From an optimization exercise on the open Yosys and OpenROAD flow, aimed at small area, a short achievable clock period and few clock cycles; shortcuts taken in it are not production practice.
RTL that was checked went through simulation tests only; none was proved equivalent to the original.
The RTL of run 6 was laid out without a check of its function.
Power figures rest on the tool's default switching activity, not on a simulated workload.

==> design.v <==
module happy_face (
    input wire signed [31:0] s_x,
    input wire signed [31:0] s_y,
    input wire signed [31:0] height,
    input wire __clock,
    input wire __reset,
    input wire __start,
    input wire __ready,
    output reg __valid,
    output reg __done,
    output reg signed [31:0] __output_0,
    output reg signed [31:0] __output_1
);
    localparam [2:0] IDLE = 3'd0, INIT = 3'd1, CIRC = 3'd2, EPRE = 3'd3,
                     EYE = 3'd4, ESW = 3'd5, DONE = 3'd6, NEGM = 3'd7;
    reg [2:0] ph;
    reg [7:0] k;       
    reg eye;           
    reg neg;           
    reg decr;          
    reg contf;         
    reg lastcolf;      
    reg [9:0] x;       
    reg [10:0] y;      
    reg [11:0] s;      
    reg [11:0] g;      
    reg [9:0] q;       
    reg [1:0] r3;      
    reg bnegf;         
    wire adv = __ready | ~__valid;
    wire go = ~__start & ~__reset & adv;
    wire iINIT = (ph == INIT);
    wire iCIRC = (ph == CIRC);
    wire iEPRE = (ph == EPRE);
    wire iEYE = (ph == EYE);
    wire iESW = (ph == ESW);
    wire iDONE = (ph == DONE);
    wire iNEGM = (ph == NEGM);
    wire k0 = k[0], k1 = k[1], k2 = k[2], k3 = k[3];
    wire k4 = k[4], k5 = k[5], k6 = k[6], k7 = k[7];
    reg [9:0] xinc;
    reg [10:0] ydec;
    reg [11:0] sinc;
    reg [11:0] sd;
    reg [12:0] sz;     
    integer i;
    always @* begin
        for (i = 0; i < 10; i = i + 1) xinc[i] = x[i] ^ (&(x | ~((10'd1 << i) - 10'd1)));
        for (i = 0; i < 11; i = i + 1) ydec[i] = y[i] ^ (~|(y & ((11'd1 << i) - 11'd1)));
        for (i = 0; i < 12; i = i + 1) sinc[i] = s[i] ^ (&(s | ~((12'd1 << i) - 12'd1)));
        for (i = 0; i < 13; i = i + 1) sz[i] = ~|(s & ((13'd1 << i) - 13'd1));
        for (i = 0; i < 12; i = i + 1) sd[i] = s[i] ^ (decr & sz[i]);
    end
    wire bneg = bnegf;
    wire dec_now = ~g[11] & (|g[10:0]);         
    wire [11:0] ycmp = {y[10], y} - {2'b00, x};
    wire cont_now = ~ycmp[11];                   
    wire qz = (q == 10'd0);
    wire [3:0] dv = {r3, q[9:8]};
    reg [1:0] qd, rn;
    always @* begin
        case (dv)
            4'd0: begin qd = 2'd0; rn = 2'd0; end
            4'd1: begin qd = 2'd0; rn = 2'd1; end
            4'd2: begin qd = 2'd0; rn = 2'd2; end
            4'd3: begin qd = 2'd1; rn = 2'd0; end
            4'd4: begin qd = 2'd1; rn = 2'd1; end
            4'd5: begin qd = 2'd1; rn = 2'd2; end
            4'd6: begin qd = 2'd2; rn = 2'd0; end
            4'd7: begin qd = 2'd2; rn = 2'd1; end
            4'd8: begin qd = 2'd2; rn = 2'd2; end
            4'd9: begin qd = 2'd3; rn = 2'd0; end
            4'd10: begin qd = 2'd3; rn = 2'd1; end
            default: begin qd = 2'd3; rn = 2'd2; end
        endcase
    end
    wire divstep = iCIRC & (x == 10'd0) & (k0 | k1 | k2 | k3 | k4);
    wire [11:0] gop = k1 ? {~ydec, 1'b1} : {1'b0, xinc, 1'b1};
    wire [11:0] gsum;
    hf_add12 u_gadd (.a(g), .b(gop), .ci(k1), .s(gsum));
    wire [11:0] x2 = {1'b0, x, 1'b0};
    wire [11:0] y2 = y[10] ? 12'd2 : {y, 1'b0};    
    wire ysg = y[10];
    wire lastrow = (y == 11'd0);
    wire s0_x2 = iCIRC & k1;
    wire s0_s = (iCIRC & (k3 | (k7 & contf))) | iNEGM;
    wire s0_y2 = iCIRC & k5;
    wire s0_y = iCIRC & k7 & ~contf;
    wire s0_sd = iEYE & lastrow & lastcolf;
    wire [11:0] p0 = ({12{s0_x2}} & x2) | ({12{s0_s}} & s) | ({12{s0_y2}} & y2) |
                     ({12{s0_y}} & {1'b0, y}) | ({12{s0_sd}} & sd) |
                     (iEPRE ? 12'd10 : 12'd0) | (iESW ? 12'd20 : 12'd0);
    wire s1_y2 = iCIRC & (k0 | k1 | k2);
    wire s1_s = (iCIRC & k3) | iINIT | iNEGM;
    wire s1_x2 = iCIRC & (k4 | k5 | k6);
    wire s1_sd = (iCIRC & k7 & contf & ~bneg) | (iEYE & lastrow);
    wire s1_x = iCIRC & k7 & ~contf;
    wire [11:0] p1 = ({12{s1_y2}} & y2) | ({12{s1_s}} & s) | ({12{s1_x2}} & x2) |
                     ({12{s1_sd}} & sd) | ({12{s1_x}} & {2'b00, x}) |
                     (iEPRE ? 12'd5 : 12'd0);
    reg inv0, inv1, c0, c1, en0, en1;
    always @* begin
        inv0 = 1'b0; inv1 = 1'b0; c0 = 1'b0; c1 = 1'b0; en0 = 1'b0; en1 = 1'b0;
        case (ph)
            INIT: en1 = 1'b1;
            CIRC: begin
                if (k0) begin en1 = 1'b1; inv1 = ~ysg; c1 = ~ysg; end
                if (k1) begin en0 = 1'b1; inv0 = 1'b1; c0 = 1'b1;
                              en1 = 1'b1; inv1 = ysg; c1 = ysg; end
                if (k2) begin en1 = 1'b1; inv1 = ~ysg; c1 = ~ysg; end
                if (k3) begin en0 = 1'b1; en1 = 1'b1; end
                if (k4) begin en1 = 1'b1; inv1 = 1'b1; c1 = 1'b1; end
                if (k5) begin en0 = 1'b1; inv0 = ~ysg; c0 = ~ysg; en1 = 1'b1; end
                if (k6) begin en1 = 1'b1; inv1 = 1'b1; c1 = 1'b1; end
                if (k7) begin
                    if (contf) begin
                        en0 = 1'b1; c0 = 1'b1; en1 = 1'b1; inv1 = bneg;
                    end else begin
                        en0 = 1'b1; en1 = 1'b1;
                    end
                end
            end
            EPRE: begin en0 = 1'b1; en1 = 1'b1; end
            EYE: begin
                if (!lastrow) begin
                    en1 = 1'b1; c1 = 1'b1;
                end else if (!lastcolf) begin
                    en0 = 1'b1; c0 = 1'b1; en1 = 1'b1; inv1 = 1'b1; c1 = 1'b1;
                end else if (!eye) begin
                    en0 = 1'b1; inv0 = 1'b1; c0 = 1'b1; en1 = 1'b1; inv1 = 1'b1; c1 = 1'b1;
                end
            end
            ESW: begin en0 = 1'b1; inv0 = 1'b1; c0 = 1'b1; end
            NEGM: begin
                if (~eye & (k0 | k1 | k4 | k5)) begin en1 = 1'b1; inv1 = 1'b1; c1 = 1'b1; end
                if (~eye & (k2 | k3)) en1 = 1'b1;
                if (~eye & k6) begin en0 = 1'b1; en1 = 1'b1; end
                if (eye & (k0 | k1)) begin en0 = 1'b1; inv0 = 1'b1; c0 = 1'b1; end
            end
            default: ;
        endcase
    end
    wire [19:0] hh = {q, x} & {20{neg & (iINIT | iNEGM)}};
    wire [31:0] d0 = {hh, p0} ^ {32{inv0}};
    wire [31:0] d1 = {hh, p1} ^ {32{inv1}};
    wire [31:0] sum0, sum1;
    hf_add32 u_add0 (.a(__output_0), .b(d0), .ci(c0), .s(sum0));
    hf_add32 u_add1 (.a(__output_1), .b(d1), .ci(c1), .s(sum1));
    always @(posedge __clock) begin
        if (__start) begin
            __output_0 <= s_x;
            __output_1 <= s_y;
        end else if (go) begin
            if (en0) __output_0 <= sum0;
            if (en1) __output_1 <= sum1;
        end
    end
    wire exit_eye = iCIRC & k7 & ~contf & ~qz;
    wire col_next = iEYE & lastrow & ~lastcolf;
    wire eye_switch = iEYE & lastrow & lastcolf & ~eye;
    wire x_inc = (iCIRC & k7 & contf) | col_next;
    wire x_clr = exit_eye | eye_switch;
    wire [9:0] x_next = x_inc ? xinc : (x_clr ? 10'd0 : x);
    wire y_dn = (iCIRC & k7 & contf & decr) | (iEYE & ~lastrow);
    wire y_ld = iINIT | iEPRE | col_next | eye_switch;
    wire [10:0] y_next = y_ld ? sd[10:0] : (y_dn ? ydec : y);
    always @(posedge __clock) begin
        if (__start) begin
            x <= height[21:12];
            s <= height[11:0];
            g <= ~height[11:0];
            q <= height[31:22];
            neg <= height[31];
        end else if (go) begin
            if (x_inc | x_clr) x <= x_next;
            if (y_dn | y_ld) y <= y_next;
            if (iCIRC & k7 & contf & ~decr) s <= sinc;
            if (exit_eye) s <= {2'b00, q};
            if ((iCIRC & k0) | (iCIRC & k1 & decr)) g <= gsum;
            if (iINIT & ~neg) begin
                q <= s[9:0];
                r3 <= 2'd0;
            end
            if (divstep) begin
                q <= {q[7:0], qd};
                r3 <= rn;
            end
            if (iCIRC & k2) bnegf <= dec_now & sz[12];
            if (iEPRE | iEYE) lastcolf <= (x_next == sd[9:0]);
        end
    end
    always @(posedge __clock) begin
        if (__start) begin
            ph <= INIT;
            __valid <= 1'b0;
            __done <= 1'b0;
            decr <= 1'b0;
        end else if (__reset) begin
            ph <= IDLE;
            __valid <= 1'b0;
            __done <= 1'b0;
        end else if (adv) begin
            case (ph)
                INIT: begin
                    __valid <= 1'b1;
                    k <= 8'd1;
                    eye <= 1'b0;
                    decr <= 1'b0;
                    ph <= neg ? NEGM : CIRC;
                end
                CIRC: begin
                    k <= {k[6:0], k[7]};
                    if (k2) begin
                        decr <= dec_now;
                        contf <= cont_now;
                    end
                    if (k7 & ~contf) begin
                        if (qz) begin
                            ph <= DONE;
                            __done <= 1'b1;
                        end else begin
                            ph <= EPRE;
                            __valid <= 1'b0;
                            decr <= 1'b1;
                        end
                    end
                end
                EPRE: begin
                    ph <= EYE;
                    __valid <= 1'b1;
                end
                EYE: begin
                    if (lastrow & lastcolf) begin
                        if (!eye) begin
                            ph <= ESW;
                            __valid <= 1'b0;
                            eye <= 1'b1;
                        end else begin
                            ph <= DONE;
                            __done <= 1'b1;
                        end
                    end
                end
                ESW: begin
                    ph <= EYE;
                    __valid <= 1'b1;
                end
                NEGM: begin
                    k <= {k[6:0], k[7]};
                    if (k7) eye <= 1'b1;
                    if (eye & k3) begin
                        __done <= 1'b1;
                        ph <= DONE;
                    end else begin
                        __valid <= ~((~eye & (k0 | k2 | k4)) | (eye & k0));
                    end
                end
                DONE: begin
                    ph <= IDLE;
                    __valid <= 1'b0;
                    __done <= 1'b0;
                end
                default: __valid <= 1'b0;
            endcase
        end
    end
endmodule
module hf_add32 (
    input wire [31:0] a,
    input wire [31:0] b,
    input wire ci,
    output wire [31:0] s
);
    wire [31:0] p = a ^ b;
    wire [31:0] g = a & b;
    wire c1 = g[0] | (p[0] & ci);
    wire g10 = g[1] | (p[1] & g[0]) | (p[1] & p[0] & ci);
    wire G1 = g[2] | (p[2] & g10);
    wire G2 = g[4] | (p[4] & g[3]);
    wire P2 = p[4] & p[3];
    wire G3 = g[6] | (p[6] & g[5]);
    wire P3 = p[6] & p[5];
    wire G4 = g[8] | (p[8] & g[7]);
    wire P4 = p[8] & p[7];
    wire G5 = g[10] | (p[10] & g[9]);
    wire P5 = p[10] & p[9];
    wire G6 = g[12] | (p[12] & g[11]);
    wire P6 = p[12] & p[11];
    wire G7 = g[14] | (p[14] & g[13]);
    wire P7 = p[14] & p[13];
    wire G8 = g[16] | (p[16] & g[15]);
    wire P8 = p[16] & p[15];
    wire G9 = g[18] | (p[18] & g[17]);
    wire P9 = p[18] & p[17];
    wire G10 = g[20] | (p[20] & g[19]);
    wire P10 = p[20] & p[19];
    wire G11 = g[22] | (p[22] & g[21]);
    wire P11 = p[22] & p[21];
    wire G12 = g[24] | (p[24] & g[23]);
    wire P12 = p[24] & p[23];
    wire G13 = g[26] | (p[26] & g[25]);
    wire P13 = p[26] & p[25];
    wire G14 = g[28] | (p[28] & g[27]);
    wire P14 = p[28] & p[27];
    wire G15 = g[30] | (p[30] & g[29]);
    wire P15 = p[30] & p[29];
    wire G16 = G2 | (P2 & G1);
    wire G17 = G4 | (P4 & G3);
    wire P17 = P4 & P3;
    wire G18 = G6 | (P6 & G5);
    wire P18 = P6 & P5;
    wire G19 = G8 | (P8 & G7);
    wire P19 = P8 & P7;
    wire G20 = G10 | (P10 & G9);
    wire P20 = P10 & P9;
    wire G21 = G12 | (P12 & G11);
    wire P21 = P12 & P11;
    wire G22 = G14 | (P14 & G13);
    wire P22 = P14 & P13;
    wire G23 = G17 | (P17 & G16);
    wire G24 = G19 | (P19 & G18);
    wire P24 = P19 & P18;
    wire G25 = G21 | (P21 & G20);
    wire P25 = P21 & P20;
    wire G26 = G24 | (P24 & G23);
    wire G27 = G25 | (P25 & G26);
    wire G28 = G18 | (P18 & G23);
    wire G29 = G20 | (P20 & G26);
    wire G30 = G22 | (P22 & G27);
    wire G31 = G3 | (P3 & G16);
    wire G32 = G5 | (P5 & G23);
    wire G33 = G7 | (P7 & G28);
    wire G34 = G9 | (P9 & G26);
    wire G35 = G11 | (P11 & G29);
    wire G36 = G13 | (P13 & G27);
    wire G37 = G15 | (P15 & G30);
    wire G38 = g[3] | (p[3] & G1);
    wire G39 = g[5] | (p[5] & G16);
    wire G40 = g[7] | (p[7] & G31);
    wire G41 = g[9] | (p[9] & G23);
    wire G42 = g[11] | (p[11] & G32);
    wire G43 = g[13] | (p[13] & G28);
    wire G44 = g[15] | (p[15] & G33);
    wire G45 = g[17] | (p[17] & G26);
    wire G46 = g[19] | (p[19] & G34);
    wire G47 = g[21] | (p[21] & G29);
    wire G48 = g[23] | (p[23] & G35);
    wire G49 = g[25] | (p[25] & G27);
    wire G50 = g[27] | (p[27] & G36);
    wire G51 = g[29] | (p[29] & G30);
    wire G52 = g[31] | (p[31] & G37);
    assign s[0] = p[0] ^ ci;
    assign s[1] = p[1] ^ c1;
    assign s[2] = p[2] ^ g10;
    assign s[3] = p[3] ^ G1;
    assign s[4] = p[4] ^ G38;
    assign s[5] = p[5] ^ G16;
    assign s[6] = p[6] ^ G39;
    assign s[7] = p[7] ^ G31;
    assign s[8] = p[8] ^ G40;
    assign s[9] = p[9] ^ G23;
    assign s[10] = p[10] ^ G41;
    assign s[11] = p[11] ^ G32;
    assign s[12] = p[12] ^ G42;
    assign s[13] = p[13] ^ G28;
    assign s[14] = p[14] ^ G43;
    assign s[15] = p[15] ^ G33;
    assign s[16] = p[16] ^ G44;
    assign s[17] = p[17] ^ G26;
    assign s[18] = p[18] ^ G45;
    assign s[19] = p[19] ^ G34;
    assign s[20] = p[20] ^ G46;
    assign s[21] = p[21] ^ G29;
    assign s[22] = p[22] ^ G47;
    assign s[23] = p[23] ^ G35;
    assign s[24] = p[24] ^ G48;
    assign s[25] = p[25] ^ G27;
    assign s[26] = p[26] ^ G49;
    assign s[27] = p[27] ^ G36;
    assign s[28] = p[28] ^ G50;
    assign s[29] = p[29] ^ G30;
    assign s[30] = p[30] ^ G51;
    assign s[31] = p[31] ^ G37;
endmodule
module hf_add12 (
    input wire [11:0] a,
    input wire [11:0] b,
    input wire ci,
    output wire [11:0] s
);
    wire [11:0] p = a ^ b;
    wire [11:0] g = a & b;
    wire c1 = g[0] | (p[0] & ci);
    wire g10 = g[1] | (p[1] & g[0]) | (p[1] & p[0] & ci);
    wire G1 = g[2] | (p[2] & g10);
    wire G2 = g[4] | (p[4] & g[3]);
    wire P2 = p[4] & p[3];
    wire G3 = g[6] | (p[6] & g[5]);
    wire P3 = p[6] & p[5];
    wire G4 = g[8] | (p[8] & g[7]);
    wire P4 = p[8] & p[7];
    wire G5 = g[10] | (p[10] & g[9]);
    wire P5 = p[10] & p[9];
    wire G6 = G2 | (P2 & G1);
    wire G7 = G4 | (P4 & G3);
    wire P7 = P4 & P3;
    wire G8 = G7 | (P7 & G6);
    wire G9 = G3 | (P3 & G6);
    wire G10 = G5 | (P5 & G8);
    wire G11 = g[3] | (p[3] & G1);
    wire G12 = g[5] | (p[5] & G6);
    wire G13 = g[7] | (p[7] & G9);
    wire G14 = g[9] | (p[9] & G8);
    wire G15 = g[11] | (p[11] & G10);
    assign s[0] = p[0] ^ ci;
    assign s[1] = p[1] ^ c1;
    assign s[2] = p[2] ^ g10;
    assign s[3] = p[3] ^ G1;
    assign s[4] = p[4] ^ G11;
    assign s[5] = p[5] ^ G6;
    assign s[6] = p[6] ^ G12;
    assign s[7] = p[7] ^ G9;
    assign s[8] = p[8] ^ G13;
    assign s[9] = p[9] ^ G8;
    assign s[10] = p[10] ^ G14;
    assign s[11] = p[11] ^ G10;
endmodule
==> flow/run.sh <==
#!/bin/bash
# Standard layout, with plain buffers on the ports instead of delay buffers, a clock tree of
# smaller buffers without dummy loads, and timing repair that aims well below the clock period.
set -euo pipefail
export BUFFER_PORTS_ARGS="-buffer_cell sky130_fd_sc_hd__buf_1"
export CTS_ARGS="-sink_clustering_enable -repair_clock_nets -dont_use_dummy_load -buf_list {sky130_fd_sc_hd__clkbuf_4 sky130_fd_sc_hd__clkbuf_8}"
export SETUP_SLACK_MARGIN=14.9
bash standard.sh > standard.log 2>&1
==> standard.sh <==
#!/bin/bash
# synth_recipe.tcl (not shown) runs the flow's synth.tcl, then flattens the netlist and writes it again
# the make line also repeats each setting of config.mk as NAME=value (left out here)
make -C /OpenROAD-flow-scripts/flow DESIGN_CONFIG=/design/flow/config.mk WORK_HOME=/design/flow/orfs CLKGATE_MAP_FILE= SYNTH_SCRIPT=/design/flow/synth_recipe.tcl "${@:-finish}"
==> config.mk <==
export PLATFORM = sky130hd
export DESIGN_NAME = happy_face
export DESIGN_NICKNAME = happy_face
export VERILOG_FILES = /design/flow/design.v
export SDC_FILE = /design/flow/constraint.sdc
export NUM_CORES = 4
export LEC_CHECK = 0
export ABC_AREA = 1
export CAP_MARGIN = 20
export CORE_MARGIN = 2
export CORE_UTILIZATION = 55
export SLEW_MARGIN = 20
==> constraint.sdc <==
create_clock -name core_clock -period 20.0 [get_ports {__clock}]
set_input_delay 4.0000 -clock core_clock [delete_from_list [all_inputs] [get_ports {__clock}]]
set_output_delay 4.0000 -clock core_clock [all_outputs]
set_load 0.01 [all_outputs]
==> results of run 1 <==
## cells in the mapped netlist, drive strengths merged (2+ instances only)
library cell / n / area, um2
a32oi: 2 / 17.52
clkbuf: 33 / 123.9
a21o: 8 / 60.06
a21oi: 87 / 435.4
nand3: 78 / 390.4
ha: 98 / 1226
dfxtp: 6 / 120.1
nor3: 18 / 101.4
xor2: 97 / 894.6
a22oi: 4 / 30.03
inv: 215 / 807.0
o211ai: 9 / 67.56
a31oi: 24 / 150.1
nand4: 13 / 81.33
xnor2: 20 / 175.2
clkinv: 2 / 7.510
nor2: 130 / 513.0
buf: 20 / 145.1
a211oi: 3 / 22.52
or2: 3 / 18.77
nand2: 369 / 1400
fa: 37 / 740.7
nor4: 5 / 31.28
a31o: 2 / 17.52
o31ai: 2 / 15.01
o21a: 2 / 15.01
o221ai: 3 / 26.28
o21ai: 143 / 715.7
o2111ai: 8 / 70.07
a221oi: 4 / 35.03
edfxtp: 134 / 4024
o21bai: 9 / 67.56
o22ai: 4 / 25.02
## critical path, cell delays in order
cell and delay, ns:
clkbuf_16 0.20, inv_8 0.29, nand4_1 0.16, nand2_2 0.23, clkinvlp_4 0.15, buf_12 0.17
## per-stage QoR
stage	instance area [um2]	hold WS, ns	utilization [%]
CTS	14120	0.4978	62.54
global route	14530	0.5275	64.37
finish	14530	0.5040	64.37
global placement	13480	0.4620	59.71
floorplan	12770	0.4829	-
detailed placement	13480	0.4768	59.71
## worst max-delay path by stage
stage	cells past startpoint	slack (ns)	endpoint	startpoint
floorplan	6	14.64	__output_1[0]$_DFFE_PP_	__start
global placement	5	13.63	__output_1[28]$_DFFE_PP_	__start
detailed placement	5	13.58	__output_1[27]$_DFFE_PP_	__start
CTS	8	14.86	x[6]$_DFFE_PP_	__start
global route	28	14.86	__output_1[28]$_DFFE_PP_	y[0]$_DFFE_PP_
finish	6	14.90	__output_1[30]$_DFFE_PP_	__start
## cell usage in the layout, fill, tap and decap left out, drive strengths merged, types with 13 or more instances in the layout
cell    netlist  layout
nand2       369     370
buf          20     222
inv         215     212
o21ai       143     143
edfxtp      134     134
nor2        130     130
ha           98      98
xor2         97      97
a21oi        87      87
nand3        78      78
fa           37      37
a31oi        24      24
xnor2        20      20
clkbuf       33      18
nor3         18      18
nand4        13      13
## area by class of cell
type / instances / area, um2
Sequential cell: 140 / 4149
Tap cell: 285 / 356.6
Multi-Input combinational cell: 1191 / 7641
Timing Repair Buffer: 226 / 1305
Fill cell: 2069 / 8043
Timing Repair inverter: 1 / 7.507
Clock buffer: 17 / 234.0
Inverter: 217 / 835.8
## power groups by stage
stage          Combinational [mW]  Sequential [mW]  Clock, mW
6_report                    0.520            0.435      0.181
5_1_grt                     0.590            0.440      0.190
4_1_cts                     0.499            0.437      0.181
3_5_place_dp                0.476            0.446          0
3_3_place_gp                0.466            0.446          0
2_1_floorplan               0.339            0.444          0
## registers in the layout (all words and copies together) (netlist names)
name        cells
lastcolf        1
x              10
q              10
neg             1
__output_1     32
r3              2
y              11
g              12
__done          1
eye             1
bnegf           1
__valid         1
contf           1
decr            1
k               8
s              12
ph              3
__output_0     32
## cell families (layout without fill, tap and decap cells)
logic type	Yosys count	after routing	share of synthesized area, %
and+or+nand+nor	619	620	20.27
AOI/OAI and AO/OA	319	319	14.34
buffers and inverters	270	461	8.573
DFF	140	140	32.79
adders and majority gates	135	135	15.56
xor gates and xnor gates	117	117	8.464
## per-layer routing
metal	vias up	share of wire, %	track usage (%)
li1	5718	-	-
met3	119	8.7	6.278
met5	-	0	0
met4	0	4.3	13.50
met2	604	45	52.80
met1	5541	42	44.72
## what timing repair did
item | CTS | global route
setup buffers | 16 | 36
gates cloned | 5 | 0
pin swaps | 4 | 6
hold endpoints to repair | 0 | 0
gates resized for setup | 26 | 33
setup endpoints to repair | 183 | 82
==> flow_metrics.tcl, run 1 <==
set metrics [dict create \
    p_total_mw 1.136 \
    max_freq_mhz 196.3 \
    wl_per_cell_um 19.52 \
    grtUsageTotal_pct 33.15 \
    cap_violations 0 \
    cp.required_ns 20.19 \
    avgSynthCellArea_um2 7.900 \
    setup_tns_ns 0 \
    period_share_pct 25.48 \
    synthArstFlopShare_pct 0 \
    status "timing/DRC/antenna clean" \
    r2r_end "__output_1[28]$_DFFE_PP_" \
    syn-cell-area_mm2 0.01264 \
    grt_overflow 0 \
    seqPwrFrac_pct 38.3 \
    p_sw_mw 0.4653 \
    viasPerCell 5.769 \
    r2r_setup_slack_ns 15.12 \
    hold_buffers 0 \
    start_util_pct 56.00 \
    antenna_cells 0 \
    hold_viol 0 \
    ir_drop_mv 0.04188 \
    ys.warnings.count 1 \
    area_delta_synth_final_pct 14.95 \
    ios 166 \
    grt_max_degree 77 \
    internal_power_mw 0.6707 \
    grt_pass1_wl_um 60840 \
    die_x_um 155.6 \
    hp-class "reg2reg" \
    start_kind "input pin" \
    cts_buffers 17 \
    dr.pass1.iters 7 \
    end_kind "flop" \
    final_nets 2029 \
    drtAntennaViolNets 0 \
    power_density_mw_per_mm2 78.19 \
    period_minus_slack_ns 5.095 \
    synth_flop_cell "edfxtp_1" \
    synth_nets 1835 \
    die_height_um 155.6 \
    worstSetupPathType "in2reg" \
    synthDistinctLibCells 53 \
    cts-htree-levels 4 \
    fin_ws_ns 14.90 \
    drc 0 \
    fp-row-count 55 \
    clock_latency_ns 0.47 \
    p_clk_share_pct 16.0 \
    slew_violations 0 \
    crit_arrival_ns 5.29 \
    r2r-start "y[1]$_DFFE_PP_" \
    dpl_worst_slack_ns 13.58 \
    drive_gt1_share_pct 8.761 \
    p_comb_share_pct 45.7 \
    cts_tree "built" \
    syn_inst 1600 \
    antenna_found_initial 0 \
    power.switching_fraction_pct 40.96 \
    die_area_mm2 0.02421 \
    core_area_mm2 0.02257 \
    clock_sinks 140 \
    ys_ff_latch 140 \
    slew_headroom_pct 37.88 \
    rr_worst_depth 28 \
    fin_cells 2077 \
    finalClockSkew_ns 0.03165 \
    clkTransAtPathRegs_ns 0.10 \
    path_max_fanout 46 \
    dp_hpwl_um 30850 \
    grt_pass1_vias 11030 \
    min_delay_path_depth 2 \
    wl_um 40550 \
    drt_iter0_drc 1362 \
    vias 11980 \
    globalplace.congestion 1.048 \
    rsz0062_at_grt "false" \
    holdCritStartpoint "__valid$_SDFFE_PP0P_" \
    worstHoldEndpoint "__valid$_SDFFE_PP0P_" \
    p_leak_nw 6.669 \
    clockRootBuffer "clkbuf_8" \
    setup_violations 0 \
    worstMarginPinSlew_ns 0.9284 \
    cts.path.max_buffers 2 \
    ys_seq_area_share_pct 32.79 \
    dp.cells 2003 \
    synth_edf_count 134 \
    numPortBuffers 165 \
]
Testbench counts, summed over its fixed seeds: cycles 31,968.
==> inputs of run 2 (changes only) <==
--- a/flow/run.sh
+++ b/flow/run.sh
@@ -4,5 +4,5 @@
 set -euo pipefail
 export BUFFER_PORTS_ARGS="-buffer_cell sky130_fd_sc_hd__buf_1"
 export CTS_ARGS="-sink_clustering_enable -repair_clock_nets -dont_use_dummy_load -buf_list {sky130_fd_sc_hd__clkbuf_4 sky130_fd_sc_hd__clkbuf_8}"
-export SETUP_SLACK_MARGIN=14.9
+export SETUP_SLACK_MARGIN=14.6
 bash standard.sh > standard.log 2>&1
==> run 2 against run 1 <==
Net effect:
- still clean on timing, DRC and antenna
- clock power barely moved
- non-clock buffer count decreased by 24
- maximum frequency fell by 3.4%
- routed wire length increased by 0.78%
- area after synthesis unchanged
- register-to-register slack worse by 0.15 ns
- first-iteration DRC count decreased by 9.1%
- critical path depth grew 1
- worst setup slack got worse by 0.18 ns
- clock skew is 0.0075 ns higher
- synthesized cell count is the same
- largest cell class unchanged
==> flow_metrics.tcl, run 2 <==
set metrics [dict create \
    start_util_pct 56.00 \
    ys_seq_area_share_pct 32.79 \
    worstSetupPathType "in2reg" \
    ir_drop_mv 0.04060 \
    syn-cell-area_mm2 0.01264 \
    grtUsageTotal_pct 33.51 \
    period_share_pct 26.37 \
    setup_violations 0 \
    cp.required_ns 20.16 \
    synth_top_cell_area_share_pct 31.84 \
    finalClockSkew_ns 0.03915 \
    avgSynthCellArea_um2 7.900 \
    fp-row-count 55 \
    grt_pass1_vias 11090 \
    path_cells "clkbuf_16, buf_12, nor2_4, inv_1, nand2_1, clkinvlp_4, buf_12" \
    dp.cells 2000 \
    slew_headroom_pct 40.05 \
    antenna_cells 0 \
    reg_top3 "__output_0: 32 flops, __output_1: 32 flops" \
    syn_inst 1600 \
    hold_buffers 0 \
    drive_gt1_share_pct 6.836 \
    met1_length_um 17280 \
    final_nets 2007 \
    met2WireLength_um 18460 \
    cp_slowest_cell "clkbuf_16" \
    slew_violations 0 \
    layout_common_cells "nand2_1, inv_1, buf_1" \
    cap_violations 0 \
    worstPathBufferInverterCount 5 \
    grt_pass1_wl_um 61840 \
    synth_nets 1835 \
    path_max_fanout 102 \
    rr_worst_depth 27 \
    setup_tns_ns 0 \
    drt_iter0_drc 1238 \
    power_density_mw_per_mm2 79.01 \
    synthDistinctLibCells 53 \
    cts_buffers 17 \
    ios 166 \
    start_kind "input pin" \
    synthArstFlopShare_pct 0 \
    synth_edf_count 134 \
    die_area_mm2 0.02421 \
    antenna_found_initial 0 \
    grt_overflow 0 \
    fin_cells 2055 \
    yosysTopAreaCell "edfxtp_1" \
    cts.path.max_buffers 2 \
    core_area_mm2 0.02257 \
    rsz0062_at_grt "true" \
    wl_met3_um 3502 \
    viasPerCell 5.854 \
    wl_um 40870 \
    p_leak_nw 6.501 \
    period_minus_slack_ns 5.274 \
    clockRootBuffer "clkbuf_8" \
    max_freq_mhz 189.6 \
    clock_latency_ns 0.47 \
    hold_viol 0 \
    r2r_end "__output_1[28]$_DFFE_PP_" \
    synth_flop_cell "edfxtp_1" \
    die_height_um 155.6 \
    synth_most_common_cell "nand2_1" \
    synth.area.top_cells "edfxtp_1, nand2_1, ha_1" \
    cts-htree-levels 4 \
    layout_commonest_cell "nand2_1" \
    clock_sinks 140 \
    vias 12030 \
    holdCritStartpoint "__valid$_SDFFE_PP0P_" \
    dr.pass1.iters 6 \
    wl_per_cell_um 19.89 \
    r2r_setup_slack_ns 14.97 \
    globalplace.congestion 1.040 \
    cp_slowest_stage_delay_ns 0.34 \
    drtAntennaViolNets 0 \
    numPortBuffers 165 \
    status "timing/DRC/antenna clean" \
    clkTransAtPathRegs_ns 0.07 \
    cts_tree "built" \
    die_x_um 155.6 \
    critPathTopFamily "buffers and inverters" \
    dp_hpwl_um 31020 \
    topRoutingLayerUsed "met4" \
    crit_path_frequent_cell "buf_12" \
    end_kind "flop" \
    drc 0 \
    r2r-start "ph[1]$_SDFFE_PP0P_" \
    area_delta_synth_final_pct 12.56 \
    worstHoldEndpoint "__valid$_SDFFE_PP0P_" \
    worstMarginPinSlew_ns 0.8959 \
    grt_max_degree 103 \
    ys.warnings.count 1 \
    crit_arrival_ns 5.43 \
    hp-class "reg2reg" \
    min_delay_path_depth 2 \
    synth_commonest_cells "nand2_1, inv_1, o21ai_0" \
    ys_ff_latch 140 \
]
run 2: repair_timing:
action | 4_1_cts | 5_1_grt
buffers inserted | 10 | 22
cloned | 2 | 3
pin swaps | 3 | 6
endpoints found under the setup margin | 203 | 106
resized for setup | 20 | 29
run 2: worst max path at each step:
stage | slack, ns | from | end | cells past startpoint
detailed placement | 12.88 | __start | __output_0[4]$_DFFE_PP_ | 4
finish | 14.73 | __start | __output_1[11]$_DFFE_PP_ | 7
global placement | 12.96 | __start | __output_0[3]$_DFFE_PP_ | 4
global route | 14.55 | y[0]$_DFFE_PP_ | __output_1[23]$_DFFE_PP_ | 28
floorplan | 14.52 | __start | q[0]$_DFFE_PP_ | 6
CTS | 14.64 | __start | y[10]$_DFFE_PP_ | 6
run 2: logic make-up after synthesis:
logic type	synth area share (%)
AOI/OAI and AO/OA	14.34
xor gates and xnor gates	8.464
adders and majority gates	15.56
buffers and inverters	8.573
DFF	32.79
and+or+nand+nor	20.27
run 2: per-stage QoR:
stage | util [%] | hold slack, ns | worst slack (ns) | cell area, um2 | total power, mW
global placement | 59.40 | 0.4626 | 12.96 | 13410 | 0.9111
floorplan | - | 0.4829 | 14.52 | 12700 | 0.7816
detailed placement | 59.40 | 0.4655 | 12.88 | 13410 | 0.9232
finish | 63.03 | 0.4701 | 14.73 | 14230 | 1.124
global route | 63.03 | 0.5069 | 14.55 | 14230 | 1.210
CTS | 61.42 | 0.4751 | 14.64 | 13860 | 1.114
run 2: tightest hold or removal path, cell delays in order, from the launching register on:
cell and delay [ns]:
dfxtp_1 0.31, inv_1 0.06, a21oi_1 0.05
run 2: layout make-up:
type                       count  area (um2)
timing repair inverter         1       7.507
inverter                     217       834.6
clock buffer                  17       234.0
fill                        2071        8344
multi-input combinational   1193        7629
tap                          285       356.6
sequential                   140        4145
timing repair buffer         202        1021
run 2: where the power goes:
| group | switching (mW) | internal [mW] |
|---|---|---|
| Clock | 0.107 | 0.0750 |
| Combinational | 0.310 | 0.193 |
| Sequential | 0.0484 | 0.392 |
run 2: layer usage:
metal / GRT usage, % / up-vias
li1: - / 5686
met1: 45.58 / 5650
met2: 53.92 / 585
met3: 5.167 / 109
met4: 13.46 / 0
met5: 0 / -
==> inputs of run 3 (changes only) <==
--- a/flow/run.sh
+++ b/flow/run.sh
@@ -4,5 +4,5 @@
 set -euo pipefail
 export BUFFER_PORTS_ARGS="-buffer_cell sky130_fd_sc_hd__buf_1"
 export CTS_ARGS="-sink_clustering_enable -repair_clock_nets -dont_use_dummy_load -buf_list {sky130_fd_sc_hd__clkbuf_4 sky130_fd_sc_hd__clkbuf_8}"
-export SETUP_SLACK_MARGIN=14.6
+export SETUP_SLACK_MARGIN=14.75
 bash standard.sh > standard.log 2>&1
--- a/config.mk
+++ b/config.mk
@@ -8,5 +8,5 @@
 export ABC_AREA = 1
 export CAP_MARGIN = 20
 export CORE_MARGIN = 2
-export CORE_UTILIZATION = 55
+export CORE_UTILIZATION = 70
 export SLEW_MARGIN = 20
==> run 3 against run 2 <==
Net effect:
- combinational power up 9.1%
- via count is 9.0% higher
- cell count decreased by 2.4%
- critical path depth up 16
- still clean on timing, DRC and antenna
- largest cell class unchanged
- count of clock-buffer cells in the layout is the same
- synthesized cell count unchanged
- worst setup slack gained 0.023 ns
- total power rose by 4.4%
==> flow_metrics.tcl, run 3 <==
set metrics [dict create \
    drt_iter0_drc 2163 \
    cp_slowest_stage_delay_ns 0.48 \
    p_total_mw 1.173 \
    slew_headroom_pct 36.45 \
    cts_tree "built" \
    synthArstFlopShare_pct 0 \
    layout_commonest_cell "nand2_1" \
    setup_violations 0 \
    grt_overflow 0 \
    grtUsageTotal_pct 45.81 \
    period_share_pct 26.25 \
    dp_hpwl_um 31430 \
    cp_slowest_cell "edfxtp_1" \
    syn_inst 1600 \
    die_x_um 138.4 \
    synth_top_cell_area_share_pct 31.84 \
    start_util_pct 70.85 \
    cts-htree-levels 4 \
    wl_um 45280 \
    worstPathBufferInverterCount 4 \
    numPortBuffers 165 \
    synth_commonest_cells "nand2_1, inv_1, o21ai_0" \
    globalplace.congestion 1.035 \
    grt_pass1_wl_um 67840 \
    layout_common_cells "nand2_1, inv_1, buf_1" \
    p_leak_nw 6.618 \
    synth.area.top_cells "edfxtp_1, nand2_1, ha_1" \
    power_density_mw_per_mm2 81.39 \
    clock_sinks 140 \
    grt_pass1_vias 12450 \
    hold_viol 0 \
    reg_top3 "__output_0: 32 flops, __output_1: 32 flops" \
    ios 166 \
    synth_nets 1835 \
    drc 0 \
    ir_drop_mv 0.06219 \
    ys_ff_latch 140 \
    clockRootBuffer "clkbuf_8" \
    end_kind "flop" \
    slew_violations 0 \
    vias 13110 \
    final_nets 2014 \
    ys.warnings.count 1 \
    syn-cell-area_mm2 0.01264 \
    core_area_mm2 0.01784 \
    final_core_util_pct 80.80 \
    antenna_found_initial 0 \
    setup_tns_ns 0 \
    fp-row-count 49 \
    die_height_um 138.4 \
    crit_arrival_ns 5.48 \
    avgSynthCellArea_um2 7.900 \
    yosysTopAreaCell "edfxtp_1" \
    grt_max_degree 47 \
    critPathTopFamily "simple AND/OR/NAND/NOR gates" \
    drtAntennaViolNets 0 \
    area_delta_synth_final_pct 14.05 \
    cts_buffers 17 \
    worstSetupPathType "reg2reg" \
    period_minus_slack_ns 5.250 \
    status "timing/DRC/antenna clean" \
    cap_violations 0 \
    antenna_cells 0 \
    cts.path.max_buffers 2 \
    drive_gt1_share_pct 8.160 \
    synth_flop_cell "edfxtp_1" \
    start_kind "flop" \
    clock_latency_ns 0.48 \
    cp.required_ns 20.23 \
    ys_seq_area_share_pct 32.79 \
    synthDistinctLibCells 53 \
    synth_edf_count 134 \
    hp-class "reg2reg" \
    max_freq_mhz 190.5 \
    path_cells "inv_1, ha_1, nand3_1, nor2_2, nand3_1, xor2_1, inv_1, a21oi_1, o21ai_0, xor2_1, ha_1, nand4_1, nor3_1, nand2_1, nand2_2, inv_1, nor2_1, nor2_2, inv_1, a31oi_2, fa_1, xor2_1, o21ai_0" \
    finalClockSkew_ns 0.02785 \
    clkTransAtPathRegs_ns 0.09 \
    synth_most_common_cell "nand2_1" \
    wl_per_cell_um 22.57 \
    worstMarginPinSlew_ns 0.9498 \
    rsz0062_at_grt "true" \
    viasPerCell 6.537 \
    dr.pass1.iters 9 \
    path_max_fanout 6 \
    r2r_setup_slack_ns 14.75 \
    crit_path_frequent_cell "inv_1" \
    die_area_mm2 0.01915 \
]
## run 3: logic make-up (layout without fill, tap and decap cells)
| group | after synthesis | after routing | synth area share, % |
|---|---|---|---|
| AOI/OAI and AO/OA | 319 | 320 | 14.34 |
| xor gates and xnor gates | 117 | 117 | 8.464 |
| DFF | 140 | 140 | 32.79 |
| buffers and inverters | 270 | 444 | 8.573 |
| and+or+nand+nor | 619 | 621 | 20.27 |
| adders and majority gates | 135 | 135 | 15.56 |
## run 3: final cells by class
| cell class | instances | area, um2 |
|---|---|---|
| repair inverters | 1 | 7.507 |
| flip-flops and latches | 140 | 4146 |
| clock buffers | 17 | 234.0 |
| fillers | 1174 | 3426 |
| multi-input cells | 1193 | 7731 |
| well taps | 229 | 286.5 |
| inverters | 217 | 833.3 |
| repair buffers | 209 | 1176 |
## run 3: timing repair
action | 4_1_cts | 5_1_grt
hold buffers | 0 | 0
setup endpoints to repair | 192 | 96
cloned | 6 | 2
pin swaps | 5 | 9
resized for setup | 31 | 37
buffers inserted | 14 | 21
## run 3: metal layers
layer,track usage [%],vias to the layer above,wire [um]
li1,-,5701,-
met1,57.75,6009,15550
met2,74.23,1118,20610
met3,9.422,285,5972
met4,25.51,0,3151
met5,0,-,0
## run 3: report_power, final
part           internal (mW)  switching [mW]  leakage (nW)  total [mW]
clock                 0.0749           0.108         0.122       0.183
sequential             0.392          0.0500          1.36       0.442
combinational          0.202           0.347          5.14       0.549
total                  0.669           0.504          6.62        1.17
## run 3: tightest hold or removal path, stage by stage, from the launching register on
cell	delay, ns
dfxtp_1	0.32
inv_1	0.06
a21oi_1	0.05
## run 3: worst paths after layout
check | start | to | cells after the start
setup / recovery | s[0]$_DFFE_PP_ | __output_1[24]$_DFFE_PP_ | 23
setup reg to reg | s[0]$_DFFE_PP_ | __output_1[24]$_DFFE_PP_ | 23
hold / removal | __valid$_SDFFE_PP0P_ | __valid$_SDFFE_PP0P_ | 2
hold reg to reg | __valid$_SDFFE_PP0P_ | __valid$_SDFFE_PP0P_ | 2
## run 3: metrics by stage
| step | instance area, um2 | std cells | setup slack [ns] | hold slack (ns) |
|---|---|---|---|---|
| global placement | 13390 | 1945 | 12.96 | 0.4576 |
| finish | 14420 | 2006 | 14.75 | 0.4756 |
| CTS | 14050 | 1982 | 14.77 | 0.4749 |
| global route | 14420 | 2006 | 14.60 | 0.4834 |
| detailed placement | 13390 | 1945 | 12.90 | 0.4643 |
| floorplan | 12770 | 1600 | 14.64 | 0.4829 |
==> inputs of run 4 (changes only) <==
--- a/config.mk
+++ b/config.mk
@@ -8,5 +8,5 @@
 export ABC_AREA = 1
 export CAP_MARGIN = 20
 export CORE_MARGIN = 2
-export CORE_UTILIZATION = 70
+export CORE_UTILIZATION = 55
 export SLEW_MARGIN = 20
==> run 4 against run 3 <==
Net effect:
- critical path depth is 16 lower
- combinational power is 9.5% lower
- critical path type is now in2reg
- routed wire length is 11% lower
- largest power group unchanged
- utilization is 18 points lower
==> flow_metrics.tcl, run 4 <==
set metrics [dict create \
    die_height_um 155.6 \
    layout_commonest_cell "nand2_1" \
    rsz0062_at_grt "true" \
    status "timing/DRC/antenna clean" \
    synth.area.top_cells "edfxtp_1, nand2_1, ha_1" \
    placed_area_mm2 0.01347 \
    ys_seq_area_share_pct 32.79 \
    r2r_end "__output_1[28]$_DFFE_PP_" \
    period_minus_slack_ns 5.113 \
    wl_per_cell_um 19.79 \
    fin_hold_ws_ns 0.4830 \
    hold_viol 0 \
    viasPerCell 5.759 \
    path_max_fanout 54 \
    dpl_worst_slack_ns 13.51 \
    numPortBuffers 165 \
    r2r_setup_slack_ns 15.01 \
    fin_area_mm2 0.01417 \
    antenna_found_initial 0 \
    end_kind "flop" \
    p_total_mw 1.120 \
    core_area_mm2 0.02257 \
    start_kind "input pin" \
    cp.required_ns 20.17 \
    avgSynthCellArea_um2 7.900 \
    synthArstFlopShare_pct 0 \
    period_share_pct 25.56 \
    synthDistinctLibCells 53 \
    synth_flop_cell "edfxtp_1" \
    syn_inst 1600 \
    fin_cells 2044 \
    clock_sinks 140 \
    power.switching_fraction_pct 41.31 \
    cts.path.max_buffers 2 \
    min_delay_path_depth 2 \
    drive_gt1_share_pct 6.481 \
    max_freq_mhz 195.6 \
    synth_commonest_cells "nand2_1, inv_1, o21ai_0" \
    cts_tree "built" \
    yosysTopAreaCell "edfxtp_1" \
    rr_worst_depth 27 \
    p_comb_share_pct 44.4 \
    final_nets 1996 \
    vias 11770 \
    finalClockSkew_ns 0.03180 \
    ys.warnings.count 1 \
    cts-htree-levels 4 \
    fp-row-count 55 \
    synth_most_common_cell "nand2_1" \
    grt_pass1_vias 11210 \
    worstMarginPinSlew_ns 0.9757 \
    area_delta_synth_final_pct 12.11 \
    p_sw_mw 0.4625 \
    holdCritStartpoint "__valid$_SDFFE_PP0P_" \
    synth_nets 1835 \
    drc 0 \
    antenna_cells 0 \
    clock_latency_ns 0.48 \
    final_core_util_pct 62.78 \
    cts_buffers 17 \
    layout_common_cells "nand2_1, inv_1, buf_1" \
    start_util_pct 56.00 \
    synth_top_cell_area_share_pct 31.84 \
    drt_iter0_drc 1082 \
    seqPwrFrac_pct 39.4 \
    p_leak_nw 6.463 \
    setup_violations 0 \
    clockRootBuffer "clkbuf_8" \
    grtUsageTotal_pct 33.32 \
    syn-cell-area_mm2 0.01264 \
    dp_hpwl_um 31080 \
    dr.pass1.iters 6 \
    slew_violations 0 \
    grt_pass1_wl_um 61220 \
    hold_buffers 0 \
    clkTransAtPathRegs_ns 0.09 \
    grt_overflow 0 \
    setup_tns_ns 0 \
    p_clk_share_pct 16.2 \
    drtAntennaViolNets 0 \
    synth_edf_count 134 \
    fin_ws_ns 14.89 \
    ios 166 \
    die_area_mm2 0.02421 \
    power_density_mw_per_mm2 79.01 \
    globalplace.congestion 1.020 \
    worstSetupPathType "in2reg" \
    r2r-start "y[5]$_DFFE_PP_" \
    die_x_um 155.6 \
    reg_top3 "__output_0: 32 flops, __output_1: 32 flops" \
    grt_max_degree 118 \
    internal_power_mw 0.6570 \
    dp.cells 2002 \
    slew_headroom_pct 34.72 \
    worstHoldEndpoint "__valid$_SDFFE_PP0P_" \
    cap_violations 0 \
    wl_um 40460 \
    ir_drop_mv 0.04367 \
    crit_arrival_ns 5.28 \
    hp-class "reg2reg" \
    ys_ff_latch 140 \
]
## run 4: cell count changes in the layout (fill, tap and decap cells not counted), sizes merged
cell    previous run  this run
buf              204       191
a31oi             25        24
bufbuf             3         0
nor2             131       130
## run 4: cells by family after synthesis
kind of cell	after synthesis	share of synthesized area (%)
AO/OA/AOI/OAI	319	14.34
AND/OR/NAND/NOR	619	20.27
adder cells (fa/ha/maj)	135	15.56
flip-flops	140	32.79
XOR/XNOR	117	8.464
buffers and inverters	270	8.573
## run 4: final cells by class
| type | instances | area, um2 |
|---|---|---|
| repair inverters | 1 | 7.507 |
| inverters | 217 | 838.3 |
| repair buffers | 193 | 973.4 |
| flip-flops and latches | 140 | 4145 |
| multi-input cells | 1191 | 7615 |
| well taps | 285 | 356.6 |
| clock buffers | 17 | 234.0 |
| fillers | 2118 | 8402 |
## run 4: worst max-delay path by stage
stage,startpoint,to,cells past startpoint
final,__start,q[2]$_DFFE_PP_,7
after floorplan,__start,__output_1[0]$_DFFE_PP_,6
after global placement,__start,__output_1[28]$_DFFE_PP_,5
after global routing,y[1]$_DFFE_PP_,__output_1[28]$_DFFE_PP_,28
after detailed placement,__start,__output_1[25]$_DFFE_PP_,5
after CTS,__start,q[2]$_DFFE_PP_,6
## run 4: critical path: stages
cell and delay [ns]:
clkbuf_8 0.26, nor2_1 0.20, inv_1 0.11, nor2_2 0.17, inv_2 0.16, o21ai_4 0.21, buf_12 0.15
## run 4: power by group through the flow
stage	clock (mW)	combinational [mW]	sequential (mW)
global placement	0	0.463	0.446
global route	0.193	0.570	0.446
detailed placement	0	0.477	0.447
CTS	0.185	0.491	0.440
floorplan	0	0.339	0.444
finish	0.182	0.497	0.441
## run 4: what timing repair did
action | in CTS | in global routing
resized for setup | 16 | 26
endpoints found under the setup margin | 139 | 53
cloned | 1 | 2
endpoints found under the hold margin | 0 | 0
pin swaps | 4 | 4
setup buffers | 12 | 10
## run 4: layer usage
layer / part of all wire (%) / track usage (%) / up-vias
met1: 41 / 43.91 / 5451
li1: - / - / 5652
met4: 3.7 / 13.02 / 0
met3: 8.3 / 5.250 / 98
met2: 47 / 55.39 / 570
met5: 0 / 0 / -
==> inputs of run 5 (changes only) <==
--- a/config.mk
+++ b/config.mk
@@ -9,4 +9,5 @@
 export CAP_MARGIN = 20
 export CORE_MARGIN = 2
 export CORE_UTILIZATION = 55
+export GPL_ROUTABILITY_DRIVEN = 0
 export SLEW_MARGIN = 20
==> run 5 against run 4 <==
Net effect:
- still clean on timing, DRC and antenna
- maximum frequency fell by 0.89%
- clock power barely moved
- final area rose by 0.71%
- sequential cell count did not move
- critical path type unchanged
- largest power group unchanged
==> flow_metrics.tcl, run 5 <==
set metrics [dict create \
    r2r_end "__output_1[28]$_DFFE_PP_" \
    p_clk_share_pct 16.0 \
    die_height_um 155.6 \
    holdCritStartpoint "__valid$_SDFFE_PP0P_" \
    clockRootBuffer "clkbuf_8" \
    fin_hold_ws_ns 0.4809 \
    seqPwrFrac_pct 39.5 \
    met1_length_um 16220 \
    wl_per_cell_um 19.14 \
    start_util_pct 56.00 \
    clock_latency_ns 0.46 \
    grt_overflow 0 \
    synth_top_cell_area_share_pct 31.84 \
    grt_pass1_vias 11030 \
    drtAntennaViolNets 0 \
    drc 0 \
    crit_arrival_ns 5.37 \
    worstSetupPathType "in2reg" \
    ys.warnings.count 1 \
    cp.required_ns 20.21 \
    yosysTopAreaCell "edfxtp_1" \
    syn-cell-area_mm2 0.01264 \
    drt_iter0_drc 1230 \
    synth_commonest_cells "nand2_1, inv_1, o21ai_0" \
    viasPerCell 5.768 \
    hold_buffers 0 \
    rsz0062_at_grt "true" \
    min_delay_path_depth 2 \
    die_area_mm2 0.02421 \
    fin_ws_ns 14.84 \
    final_nets 2013 \
    avgSynthCellArea_um2 7.900 \
    clkTransAtPathRegs_ns 0.08 \
    ys_ff_latch 140 \
    slew_violations 0 \
    hp-class "reg2reg" \
    layout_commonest_cell "nand2_1" \
    start_kind "input pin" \
    grt_pass1_wl_um 59780 \
    cap_violations 0 \
    worstMarginPinSlew_ns 0.9576 \
    area_delta_synth_final_pct 12.90 \
    period_share_pct 25.79 \
    cts_tree "built" \
    fin_cells 2062 \
    r2r_setup_slack_ns 14.98 \
    fp-row-count 55 \
    max_freq_mhz 193.9 \
    met2WireLength_um 17840 \
    syn_inst 1600 \
    dr.pass1.iters 6 \
    layout_common_cells "nand2_1, inv_1, buf_1" \
    dpl_worst_slack_ns 13.88 \
    die_x_um 155.6 \
    dp.cells 2002 \
    internal_power_mw 0.6571 \
    synthDistinctLibCells 53 \
    grtUsageTotal_pct 32.24 \
    path_max_fanout 64 \
    placed_area_mm2 0.01347 \
    power_density_mw_per_mm2 78.20 \
    synth_nets 1835 \
    cts_buffers 17 \
    synth_most_common_cell "nand2_1" \
    synth_flop_cell "edfxtp_1" \
    antenna_found_initial 0 \
    grt_max_degree 107 \
    synth.area.top_cells "edfxtp_1, nand2_1, ha_1" \
    wl_met3_um 3693 \
    fillCellCount 2135 \
    reg_top3 "__output_0: 32 flops, __output_1: 32 flops" \
    hold_viol 0 \
    cts.path.max_buffers 2 \
    cts-htree-levels 4 \
    slew_headroom_pct 35.92 \
    fin_area_mm2 0.01427 \
    end_kind "flop" \
    p_sw_mw 0.4588 \
    synth_edf_count 134 \
    clock_sinks 140 \
    drive_gt1_share_pct 7.432 \
    setup_violations 0 \
    p_leak_nw 6.536 \
    ys_seq_area_share_pct 32.79 \
    core_area_mm2 0.02257 \
    rr_worst_depth 25 \
    period_minus_slack_ns 5.159 \
    vias 11890 \
    wl_um 39460 \
    synthArstFlopShare_pct 0 \
    ios 166 \
    worstHoldEndpoint "__valid$_SDFFE_PP0P_" \
    numPortBuffers 165 \
    dp_hpwl_um 30230 \
    p_total_mw 1.116 \
    power.switching_fraction_pct 41.11 \
    p_comb_share_pct 44.5 \
    setup_tns_ns 0 \
    r2r-start "ph[1]$_SDFFE_PP0P_" \
    topRoutingLayerUsed "met4" \
    ir_drop_mv 0.04307 \
    final_core_util_pct 63.22 \
    status "timing/DRC/antenna clean" \
    finalClockSkew_ns 0.02428 \
]
==> run 5: cell types whose count changed in the layout (fill, tap and decap cells not counted), moves of 2 or more <==
| cell | change |
|---|---|
| inv_2 | -2 |
| buf_8 | +2 |
| buf_12 | -3 |
| clkinvlp_4 | +2 |
| nand2_1 | +2 |
| buf_4 | +19 |
==> run 5: cell families (layout without fill, tap and decap cells) <==
logic type	count (synthesis)	count (layout)	share of synthesized area (%)
xor+xnor	117	117	8.464
fa+ha+maj	135	135	15.56
compound gates	319	319	14.34
buf+inv	270	445	8.573
other cells	0	1	0
simple gates	619	620	20.27
flops	140	140	32.79
==> run 5: timing repair <==
item                                    4_1_cts  5_1_grt
gates resized for setup                      11       32
hold endpoints to repair                      0        0
buffers inserted                              6       33
gates cloned                                  1        2
pin swaps                                     2        6
endpoints found under the setup margin      175      157
==> run 5: layout make-up <==
cell class              instances  area [um2]  share of cell area (%)
well taps                     285       356.6                   2.499
inverters                     217       838.3                   5.875
repair buffers                210        1069                   7.488
clock buffers                  17       234.0                   1.640
repair inverters                1       7.507                 0.05261
multi-input cells            1191        7616                   53.37
flip-flops and latches        140        4146                   29.06
diodes                          1       2.502                 0.01754
==> run 5: critical path: stages <==
cell and delay [ns]:
clkbuf_4 0.14, buf_8 0.35, nor2_1 0.11, inv_1 0.14
nor2_2 0.07, inv_2 0.24, o21ai_4 0.09, buf_12 0.18
==> run 5: per-layer routing <==
| metal | vias up | track usage [%] |
|---|---|---|
| met2 | 621 | 51.71 |
| met5 | - | 0 |
| met3 | 122 | 5.944 |
| li1 | 5684 | - |
| met4 | 0 | 14.64 |
| met1 | 5466 | 42.70 |
==> run 5: how the worst max path moves through the flow <==
stage / cells after the start / end / from
after floorplan: 6 / __output_1[0]$_DFFE_PP_ / __start
after global placement: 4 / __output_0[10]$_DFFE_PP_ / __start
after detailed placement: 4 / __output_0[30]$_DFFE_PP_ / __start
after CTS: 8 / q[4]$_DFFE_PP_ / __start
after global routing: 28 / __output_0[23]$_DFFE_PP_ / ph[1]$_SDFFE_PP0P_
final: 8 / x[2]$_DFFE_PP_ / __start
==> run 5: power by group through the flow <==
stage	Combinational, mW	Clock, mW	Sequential, mW
floorplan	0.339	0	0.444
global route	0.570	0.188	0.446
detailed placement	0.477	0	0.447
global placement	0.466	0	0.446
finish	0.496	0.179	0.441
CTS	0.486	0.180	0.440
==> inputs of run 6 (changes only) <==
--- a/design.v
+++ b/design.v
@@ -25,7 +25,6 @@
     reg [11:0] s;      
     reg [11:0] g;      
     reg [9:0] q;       
-    reg [1:0] r3;      
     reg bnegf;         
     wire adv = __ready | ~__valid;
     wire go = ~__start & ~__reset & adv;
@@ -56,25 +55,18 @@
     wire [11:0] ycmp = {y[10], y} - {2'b00, x};
     wire cont_now = ~ycmp[11];                   
     wire qz = (q == 10'd0);
-    wire [3:0] dv = {r3, q[9:8]};
-    reg [1:0] qd, rn;
+    reg [9:0] div3;
+    reg [1:0] r3c;
+    reg [2:0] t3c;
+    integer bb;
     always @* begin
-        case (dv)
-            4'd0: begin qd = 2'd0; rn = 2'd0; end
-            4'd1: begin qd = 2'd0; rn = 2'd1; end
-            4'd2: begin qd = 2'd0; rn = 2'd2; end
-            4'd3: begin qd = 2'd1; rn = 2'd0; end
-            4'd4: begin qd = 2'd1; rn = 2'd1; end
-            4'd5: begin qd = 2'd1; rn = 2'd2; end
-            4'd6: begin qd = 2'd2; rn = 2'd0; end
-            4'd7: begin qd = 2'd2; rn = 2'd1; end
-            4'd8: begin qd = 2'd2; rn = 2'd2; end
-            4'd9: begin qd = 2'd3; rn = 2'd0; end
-            4'd10: begin qd = 2'd3; rn = 2'd1; end
-            default: begin qd = 2'd3; rn = 2'd2; end
-        endcase
+        r3c = 2'd0;
+        for (bb = 9; bb >= 0; bb = bb - 1) begin
+            t3c = {r3c, s[bb]};
+            div3[bb] = (t3c >= 3'd3);
+            r3c = div3[bb] ? (t3c - 3'd3) : t3c[1:0];
+        end
     end
-    wire divstep = iCIRC & (x == 10'd0) & (k0 | k1 | k2 | k3 | k4);
     wire [11:0] gop = k1 ? {~ydec, 1'b1} : {1'b0, xinc, 1'b1};
     wire [11:0] gsum;
     hf_add12 u_gadd (.a(g), .b(gop), .ci(k1), .s(gsum));
@@ -177,14 +169,7 @@
             if (iCIRC & k7 & contf & ~decr) s <= sinc;
             if (exit_eye) s <= {2'b00, q};
             if ((iCIRC & k0) | (iCIRC & k1 & decr)) g <= gsum;
-            if (iINIT & ~neg) begin
-                q <= s[9:0];
-                r3 <= 2'd0;
-            end
-            if (divstep) begin
-                q <= {q[7:0], qd};
-                r3 <= rn;
-            end
+            if (iINIT & ~neg) q <= div3;
             if (iCIRC & k2) bnegf <= dec_now & sz[12];
             if (iEPRE | iEYE) lastcolf <= (x_next == sd[9:0]);
         end
--- a/config.mk
+++ b/config.mk
@@ -9,5 +9,4 @@
 export CAP_MARGIN = 20
 export CORE_MARGIN = 2
 export CORE_UTILIZATION = 55
-export GPL_ROUTABILITY_DRIVEN = 0
 export SLEW_MARGIN = 20
==> run 6 against run 5 <==
Net effect:
- still clean
- register-to-register slack lost 0.29 ns
- final area grew 5.8%
- worst setup slack got worse by 0.15 ns
- utilization increased by 5.7 points
- via count fell by 2.6%
- sequential power grew 3%
- maximum frequency decreased by 2.9%
- critical path type unchanged
- largest cell class unchanged
==> flow_metrics.tcl, run 6 <==
set metrics [dict create \
    status "timing/DRC/antenna clean" \
    drive_gt1_share_pct 18.19 \
    p_total_mw 1.357 \
    end_kind "flop" \
    hold_viol 0 \
    rr_worst_depth 39 \
    setup_tns_ns 0 \
    area_delta_synth_final_pct 22.87 \
    synth_mux_area_share_pct 0.2444 \
    synthArstFlopShare_pct 0 \
    dr.pass1.iters 9 \
    die_x_um 153.5 \
    yosysTopAreaCell "edfxtp_1" \
    layout_common_cells "nand2_1, inv_1, buf_1" \
    fin_ws_ns 14.69 \
    critPathTopFamily "buffers and inverters" \
    syn-cell-area_mm2 0.01229 \
    grt_overflow 0 \
    clock_latency_ns 0.47 \
    grt_pass1_wl_um 59370 \
    start_util_pct 56.13 \
    grt_pass1_vias 10900 \
    hp-class "reg2reg" \
    antenna_found_initial 1 \
    globalplace.congestion 0.9792 \
    synth.area.top_cells "edfxtp_1, ha_1, nand2_1" \
    cp_slowest_stage_delay_ns 0.42 \
    dp_hpwl_um 28070 \
    cts.path.max_buffers 2 \
    dpl_worst_slack_ns 13.47 \
    avgSynthCellArea_um2 8.342 \
    wl_per_cell_um 19.56 \
    hold_buffers 0 \
    drt_iter0_drc 1285 \
    ios 166 \
    path_max_fanout 58 \
    grtUsageTotal_pct 32.21 \
    drtAntennaViolNets 0 \
    finalClockSkew_ns 0.03549 \
    ir_drop_mv 0.04054 \
    start_kind "input pin" \
    cts-htree-levels 4 \
    drc 0 \
    synth_top_family_by_area "simple AND/OR/NAND/NOR gates" \
    synth-adder-area-share_pct 16.21 \
    slew_violations 0 \
    cts_tree "built" \
    cts_buffers 17 \
    setup_violations 0 \
    period_minus_slack_ns 5.310 \
    power_density_mw_per_mm2 89.91 \
    worstPathBufferInverterCount 3 \
    ys_seq_area_share_pct 33.23 \
    worstMarginPinSlew_ns 1.041 \
    ys_ff_latch 138 \
    wl_um 39260 \
    p_leak_nw 6.880 \
    synth_top_cell_area_share_pct 32.26 \
    fp-row-count 54 \
    synth-xor-area-share_pct 9.266 \
    synth_flop_cell "edfxtp_1" \
    die_height_um 153.5 \
    clockRootBuffer "clkbuf_8" \
    period_share_pct 26.55 \
    ys.warnings.count 1 \
    syn_inst 1473 \
    crit_cells 6 \
    synth_edf_count 132 \
    worstSetupPathType "in2reg" \
    fin_area_mm2 0.01510 \
    clock_sinks 138 \
    cp_slowest_cell "buf_4" \
    synth_commonest_cells "nand2_1, inv_1, edfxtp_1" \
    grt_max_degree 59 \
    cp.required_ns 20.10 \
    die_area_mm2 0.02355 \
    layout_commonest_cell "nand2_1" \
    numPortBuffers 165 \
    vias 11580 \
    cap_violations 0 \
    reg_top3 "__output_0: 32 flops, __output_1: 32 flops" \
    viasPerCell 5.769 \
    min_delay_path_depth 2 \
    rsz0062_at_grt "true" \
    placed_area_mm2 0.01321 \
    final_nets 1965 \
    crit_arrival_ns 5.41 \
    yosys.area_share.simple_pct 16.34 \
    synth_most_common_cell "nand2_1" \
    slew_headroom_pct 30.01 \
    path_cells "clkbuf_16, buf_4, nor2_1, o21ai_0, nand2_1, inv_1" \
    synth_nets 1710 \
    synth_compound_gate_area_share_pct 15.43 \
    clkTransAtPathRegs_ns 0.09 \
    synthDistinctLibCells 58 \
    max_freq_mhz 188.3 \
    core_area_mm2 0.02189 \
]
run 6: cell types whose count changed after synthesis, sizes merged, moves of 14 or more:
cell,previous run,this run
nand3,78,46
a21oi,87,56
nor2,130,112
inv,215,243
o21ai,143,127
nand2,369,272
o221ai,3,17
run 6: power breakdown:
group | internal, mW | switching, mW | total [mW]
registers | 0.400 | 0.0527 | 0.453
logic | 0.304 | 0.421 | 0.725
clock network | 0.0749 | 0.105 | 0.180
run 6: repair_timing:
item,4_1_cts,5_1_grt
gates resized for setup,83,97
setup buffers,76,29
endpoints found under the setup margin,203,103
cloned,3,3
pin swaps,40,54
run 6: final timing paths:
path                               to           startpoint  slack, ns
setup reg to reg       g[9]$_DFFE_PP_       y[1]$_DFFE_PP_      14.69
setup / recovery       s[6]$_DFFE_PP_              __start      14.69
hold reg to reg   __done$_SDFFE_PP0P_  __done$_SDFFE_PP0P_       0.49
hold / removal    __done$_SDFFE_PP0P_  __done$_SDFFE_PP0P_       0.49
run 6: stage by stage:
step / hold slack (ns) / utilization (%) / instances
final: 0.4942 / 68.97 / 2007
after global routing: 0.5514 / 68.96 / 2006
after CTS: 0.4885 / 66.11 / 1974
after detailed placement: 0.4762 / 60.35 / 1878
after global placement: 0.4602 / 60.35 / 1878
after floorplan: 0.4882 / - / 1473
run 6: cell families after synthesis:
logic type / Yosys count
flops: 138
simple gates: 469
fa+ha+maj: 137
buf+inv: 292
xor+xnor: 124
compound gates: 310
mux: 3
run 6: worst reg2reg max path, delay by kind of cell (launching register included):
family	cells	cell delay (ns)
flip-flops	1	0.41
AO/OA/AOI/OAI	4	0.40
buffers and inverters	26	2.91
AND/OR/NAND/NOR	6	0.48
adder cells (fa/ha/maj)	3	0.84
run 6: cell type report:
| cell class | instances | area, um2 |
|---|---|---|
| Sequential cell | 138 | 4085 |
| Timing Repair Buffer | 278 | 1653 |
| Fill cell | 1845 | 6793 |
| Antenna cell | 1 | 2.502 |
| Multi-Input combinational cell | 1046 | 7806 |
| Clock buffer | 17 | 234.0 |
| Timing Repair inverter | 1 | 6.256 |
| Inverter | 246 | 960.9 |
| Tap cell | 280 | 350.3 |
run 6: routing by layer:
layer | track usage (%) | up-vias | wire [um]
met5 | 0 | - | 0
met4 | 10.27 | 0 | 1367
met3 | 6.351 | 78 | 3684
met2 | 51.34 | 605 | 17970
met1 | 44.47 | 5444 | 16230
li1 | - | 5451 | -

[separate check: timing with driven ports]
The results above use ideal ports. As a check the final layouts listed here were re-extracted and re-timed, cells and wires unchanged.
Step 1 sets driving cells, clkbuf_16 on the clock port and buf_2 on the other inputs (assumed; they add their load-dependent delay and slew).
Step 2, shift: input delay + t, output delay - t, t = (earliest + latest rising clock arrival at the registers) / 2. This alone moves slack from input paths to output paths.
Three values: ideal ports, drivers, drivers and shift; two values: the first two.
| run | t (ns) | slack for setup (ns) | pins driven straight from the clock port |
|---|---|---|---|
| run 1 | 0.496 | 14.905 / 14.887 / 14.415 | 1 |
| run 2 | 0.494 | 14.726 / 14.719 / 14.225 | 1 |
| run 3 | 0.509 | 14.750 / 14.750 / 14.285 | 1 |
| run 4 | 0.506 | 14.888 / 14.848 / 14.398 | 1 |
| run 5 | 0.495 | 14.841 / 14.860 / 14.370 | 1 |
| run 6 | 0.502 | 14.690 / 14.677 / 14.175 | 1 |
After both steps setup and hold are still met in every run listed. For run 6, which loses most, drivers alone change the setup slack by -0.013 ns; drivers and shift together by -0.515 ns.
